Background: an optimization exercise with open tools, aiming at small area. Do not read the settings as production practice.
Where RTL was checked, it was by simulation tests only, not by an equivalence proof against the original.
Power figures rest on the tool's default switching activity, not on a simulated workload.

oak:
==> flow/design.v <==
module dc_router_top (clk, reset, instruction, offset, filesize, acc_done, fft_enable, fir_enable, data_bus_in, data_bus_out, fft_data_in, fir_data_in, fft_data_out, fir_data_out, to_fft_empty, to_fft_full, from_fft_empty, from_fft_full, to_fir_empty, to_fir_full, from_fir_empty, from_fir_full, fft_put_req, fft_get_req, fir_put_req, fir_get_req, ram_read_enable, ram_write_enable, addr);
input clk, reset, to_fft_full, to_fft_empty, from_fft_full, from_fft_empty, to_fir_full, to_fir_empty, from_fir_full, from_fir_empty;
input [31:0] instruction, offset, filesize;
input [31:0] fft_data_in, fir_data_in;
output acc_done, fft_enable, fir_enable, fft_put_req, fft_get_req, fir_put_req, fir_get_req, ram_read_enable, ram_write_enable;
output [31:0] addr;
output [31:0] fft_data_out, fir_data_out;
input [31:0] data_bus_in;
output [31:0] data_bus_out;
reg prev1, prev2;           
reg valid_reg, acc_done_reg;
reg sel_fir_q;              
reg [15:0] rcnt, wcnt;      
reg rdone, wdone;           
wire hi_zero = ~|instruction[31:2];
wire is1 = hi_zero & ~instruction[1] & instruction[0];
wire is2 = hi_zero & instruction[1] & ~instruction[0];
wire fft_read_done  = rdone & ~sel_fir_q;
wire fft_write_done = wdone & ~sel_fir_q;
wire fir_read_done  = rdone & sel_fir_q;
wire fir_write_done = wdone & sel_fir_q;
wire fft_finished = fft_read_done & fft_write_done;
wire fir_finished = fir_read_done & fir_write_done;
wire finished = rdone & wdone;
wire changed = (is1 & ~prev1) | (is2 & ~prev2);
wire valid = changed | (valid_reg & ~finished);
assign fft_enable = ~reset & is1 & valid & ~fft_finished;
assign fir_enable = ~reset & is2 & valid & ~fir_finished;
assign acc_done = ~reset & (finished | (acc_done_reg & ~(valid & (is1 | is2))));
reg fft_to, fft_from, fir_to, fir_from;
always @(*)
begin
	case ({to_fft_empty, to_fft_full, from_fft_empty, from_fft_full})
	4'b0000: {fft_to, fft_from} = 2'b01;
	4'b0001: {fft_to, fft_from} = 2'b01;
	4'b0010: {fft_to, fft_from} = 2'b10;
	4'b0100: {fft_to, fft_from} = 2'b01;
	4'b0101: {fft_to, fft_from} = 2'b01;
	4'b1000: {fft_to, fft_from} = 2'b10;
	4'b1001: {fft_to, fft_from} = 2'b01;
	4'b1010: {fft_to, fft_from} = 2'b10;
	default: {fft_to, fft_from} = 2'b00;
	endcase
	case ({to_fir_empty, to_fir_full, from_fir_empty, from_fir_full})
	4'b0000: {fir_to, fir_from} = 2'b01;
	4'b0001: {fir_to, fir_from} = 2'b01;
	4'b0010: {fir_to, fir_from} = 2'b10;
	4'b0100: {fir_to, fir_from} = 2'b01;
	4'b0101: {fir_to, fir_from} = 2'b01;
	4'b1000: {fir_to, fir_from} = 2'b10;
	4'b1001: {fir_to, fir_from} = 2'b01;
	4'b1010: {fir_to, fir_from} = 2'b10;
	default: {fir_to, fir_from} = 2'b00;
	endcase
end
wire data_to_fft   = fft_enable & fft_to;
wire data_from_fft = fft_enable & fft_from;
wire data_to_fir   = fir_enable & fir_to;
wire data_from_fir = fir_enable & fir_from;
assign fft_put_req = data_to_fft & ~fft_read_done & ~fft_write_done;
assign fft_get_req = data_from_fft & (fft_read_done | ~fft_write_done);
assign fir_put_req = data_to_fir & ~fir_read_done & ~fir_write_done & ~fft_write_done;
assign fir_get_req = data_from_fir & (fir_read_done | (~fir_write_done & ~fft_write_done));
assign ram_read_enable = fft_put_req | fir_put_req;
assign ram_write_enable = fft_get_req | fir_get_req;
assign fft_data_out = data_to_fft ? data_bus_in : 32'b0;
assign fir_data_out = data_to_fir ? data_bus_in : 32'b0;
assign data_bus_out = data_from_fft ? fft_data_in : (data_from_fir ? fir_data_in : 32'b0);
wire enabled = fft_enable | fir_enable;
wire go_read = data_to_fft | data_to_fir;
wire go_write = data_from_fft | data_from_fir;
wire go = go_read | go_write;
wire ins_fft = instruction[0];
wire same = ins_fft ^ sel_fir_q;
wire dir_read = sel_fir_q ? fir_to : fft_to;
wire [15:0] sel_cnt = dir_read ? rcnt : wcnt;
wire [15:0] target = filesize[15:0] - {15'b0, ins_fft};
wire target_zero = ~|target;
wire req = same ? (rcnt == target) : target_zero;
wire weq = same ? (wcnt == target) : target_zero;
wire [15:0] inc = same ? sel_cnt + 16'd1 : 16'd1;
wire inc_r = go_read & ~req;
wire inc_w = go_write & ~weq;
wire keep_r = enabled & same & ~inc_r;
wire keep_w = enabled & same & ~inc_w;
wire [15:0] cnt_g = same ? sel_cnt : 16'b0;
wire [16:0] cy;
wire [0:0] hc;
assign cy[0] = 1'b0;
assign hc[0] = cy[16];
genvar i;
generate
	for (i = 0; i < 16; i = i + 1) begin : g_lo
		assign cy[i+1] = (offset[i] & cnt_g[i]) | (cy[i] & (offset[i] | cnt_g[i]));
		assign addr[i] = go & (offset[i] ^ cnt_g[i] ^ cy[i]);
	end
endgenerate
wire [15:0] hi_inc = offset[31:16] + 16'd1;
assign addr[31:16] = go ? (hc[0] ? hi_inc : offset[31:16]) : 16'b0;
always @(posedge clk)
begin
	prev1 <= is1;
	prev2 <= is2;
	valid_reg <= ~reset & valid;
	acc_done_reg <= acc_done;
	sel_fir_q <= fir_enable;
	rdone <= enabled & req;
	wdone <= enabled & weq;
	rcnt <= ({16{inc_r}} & inc) | ({16{keep_r}} & rcnt);
	wcnt <= ({16{inc_w}} & inc) | ({16{keep_w}} & wcnt);
end
endmodule
==> flow/config.mk <==
export PLATFORM = sky130hd
export DESIGN_NAME = dc_router_top
export DESIGN_NICKNAME = dc_router_top
export VERILOG_FILES = /design/flow/design.v
export SDC_FILE = /design/flow/constraint.sdc
export NUM_CORES = 4
export LEC_CHECK = 0
export ABC_AREA = 1
export CAP_MARGIN = 20
export CORE_MARGIN = 2
export CORE_UTILIZATION = 40
export CTS_BUF_LIST = sky130_fd_sc_hd__clkbuf_8
export CTS_CLUSTER_DIAMETER = 200
export CTS_CLUSTER_SIZE = 40
export SLEW_MARGIN = 20
==> flow/constraint.sdc <==
create_clock -name core_clock -period 10.0 [get_ports {clk}]
set_input_delay 2.0000 -clock core_clock [delete_from_list [all_inputs] [get_ports {clk}]]
set_output_delay 2.0000 -clock core_clock [all_outputs]
set_load 0.01 [all_outputs]
standard.sh (not shown) runs the stock make flow with config.mk's settings and CLKGATE_MAP_FILE= SYNTH_SCRIPT=/design/flow/synth_recipe.tcl, a recipe that flattens the netlist after the stock synthesis.
==> flow/flow/run.sh <==
#!/bin/bash
set -euo pipefail
HERE=$(pwd)
PLAT=$FLOW_HOME/platforms/$FLOW_PLATFORM
RES=$HERE/orfs/results/$FLOW_PLATFORM/dc_router_top/base
export YOSYS=$FLOW_HOME/../tools/install/yosys/bin/yosys
export LIB=$PLAT/lib/sky130_fd_sc_hd__tt_025C_1v80.lib
export TECH_LEF=$PLAT/lef/sky130_fd_sc_hd.tlef
export SC_LEF=$PLAT/lef/sky130_fd_sc_hd_merged.lef
export TOP=$FLOW_TOP
export SDC=$HERE/constraint.sdc
export DONT_USE=$(awk '/^export DONT_USE_CELLS/{f=1} f{print} f && !/\\$/{f=0}' $PLAT/config.mk | sed 's/export DONT_USE_CELLS *+\?= *//' | tr -d '\\' | tr '\n' ' ')

bash standard.sh synth > synth.log 2>&1
cp $RES/1_2_yosys.v $HERE/std_synth.v

mkdir -p $HERE/resynth $HERE/abcpool
python3 $HERE/flow/abc_pool.py $HERE/abcpool
ls $HERE/abcpool/*.abc | xargs -P ${NUM_CORES:-4} -I{} bash $HERE/flow/try_one.sh {} $HERE > $HERE/resynth_results.txt 2> $HERE/resynth_errors.log || true
best=$(awk '$2 > 0 && $3 > -90 { d = 0.2 - $3; if (d < 0) d = 0; c = $2 + 400 * d; print c, $1, $2, $3 }' $HERE/resynth_results.txt | sort -n | head -1)
echo "chosen: $best" > $HERE/resynth_choice.txt
n=$(echo "$best" | awk '{print $2}')
if [[ -n "$n" ]]; then
  cp $HERE/resynth/$n.v $RES/1_2_yosys.v
  rm -f $RES/1_synth.odb $RES/1_synth.sdc
fi
bash standard.sh "BUFFER_PORTS_ARGS=-buffer_cell sky130_fd_sc_hd__buf_1" \
  "CTS_ARGS=-sink_clustering_enable -repair_clock_nets -dont_use_dummy_load -buf_list sky130_fd_sc_hd__clkbuf_8 -sink_clustering_size 40 -sink_clustering_max_diameter 200" \
  finish > finish.log 2>&1
Other scripts of this flow, unchanged in this note and not shown: flow/flow/abc_pool.py, flow/flow/resynth.tcl, flow/flow/sta.tcl, flow/flow/try_one.sh
[inputs] pine vs oak
--- a/flow/design.v
+++ b/flow/design.v
@@ -77,27 +77,29 @@
 wire [15:0] target = filesize[15:0] - {15'b0, ins_fft};
 wire target_zero = ~|target;
 wire req = same ? (rcnt == target) : target_zero;
 wire weq = same ? (wcnt == target) : target_zero;
-wire [15:0] inc = same ? sel_cnt + 16'd1 : 16'd1;
 wire inc_r = go_read & ~req;
 wire inc_w = go_write & ~weq;
 wire keep_r = enabled & same & ~inc_r;
 wire keep_w = enabled & same & ~inc_w;
 wire [15:0] cnt_g = same ? sel_cnt : 16'b0;
+wire [15:0] inc = cnt_g + 16'd1;
 wire [16:0] cy;
-wire [0:0] hc;
+wire [16:0] hc;
 assign cy[0] = 1'b0;
 assign hc[0] = cy[16];
 genvar i;
 generate
 	for (i = 0; i < 16; i = i + 1) begin : g_lo
 		assign cy[i+1] = (offset[i] & cnt_g[i]) | (cy[i] & (offset[i] | cnt_g[i]));
 		assign addr[i] = go & (offset[i] ^ cnt_g[i] ^ cy[i]);
 	end
+	for (i = 0; i < 16; i = i + 1) begin : g_hi
+		assign hc[i+1] = hc[i] & offset[16+i];
+		assign addr[16+i] = go & (offset[16+i] ^ hc[i]);
+	end
 endgenerate
-wire [15:0] hi_inc = offset[31:16] + 16'd1;
-assign addr[31:16] = go ? (hc[0] ? hi_inc : offset[31:16]) : 16'b0;
 always @(posedge clk)
 begin
 	prev1 <= is1;
 	prev2 <= is2;
## What came out
- pine went all the way through synthesis, placement and routing and the layout is clean on timing, DRC and antenna.
- Diff oak -> pine: number of global-route vias before repair now larger, clock-buffer cell count ~0 delta.
- Summary of pine over oak: top fanout value on the critical path lost 1; switching share of total power increased 0.42 points; weighted congestion reported at the end of routability-driven placement now smaller; routed wire length went up by about 3%; combinational power rose by 4.2%.
- Non-clock buffer count: pine < oak
- Going from oak to pine, count of fill cells added during filler insertion shrank slightly.
- Of pine and oak, pine shows the lower signed area change from the synthesized netlist to the final layout, with oak above it.
- pine — ratio of final minimum period to clock period 0.76 points higher, oak as reference
- On pine: met3 demand-to-capacity share in global routing is 0.31 points higher than what oak gave.
- Relative to oak, slew at the pin with the worst max-slew slack increased by 0.040 ns in pine.
Only the layout flow was run in oak; the RTL was not checked for function there.

[re-timing with driven ports]
The results above use ideal ports. As a check the final layouts listed here were re-extracted and re-timed, cells and wires unchanged.
Step 1 assumes that a clkbuf_16 drives the clock port and a buf_2 every other input.
Step 2 times the ports against the registers' clock, not the clock port: input delays grow and output delays shrink by t, the midpoint of the rising clock arrivals with the driver on.
a / b / c = no drivers / after step 1 / after step 2; a / b = the first two.
run | t (ns) | setup WS [ns] | worst data-port slew with drivers (ns)
oak | 0.325 | 0.632 / 0.609 / 0.609 | 0.10
pine | 0.319 | 0.556 / 0.535 / 0.535 | 0.11
After both steps every run listed still meets setup and hold. The setup slack of oak, which loses most, moves by -0.023 ns with the drivers and by -0.023 ns with both steps.
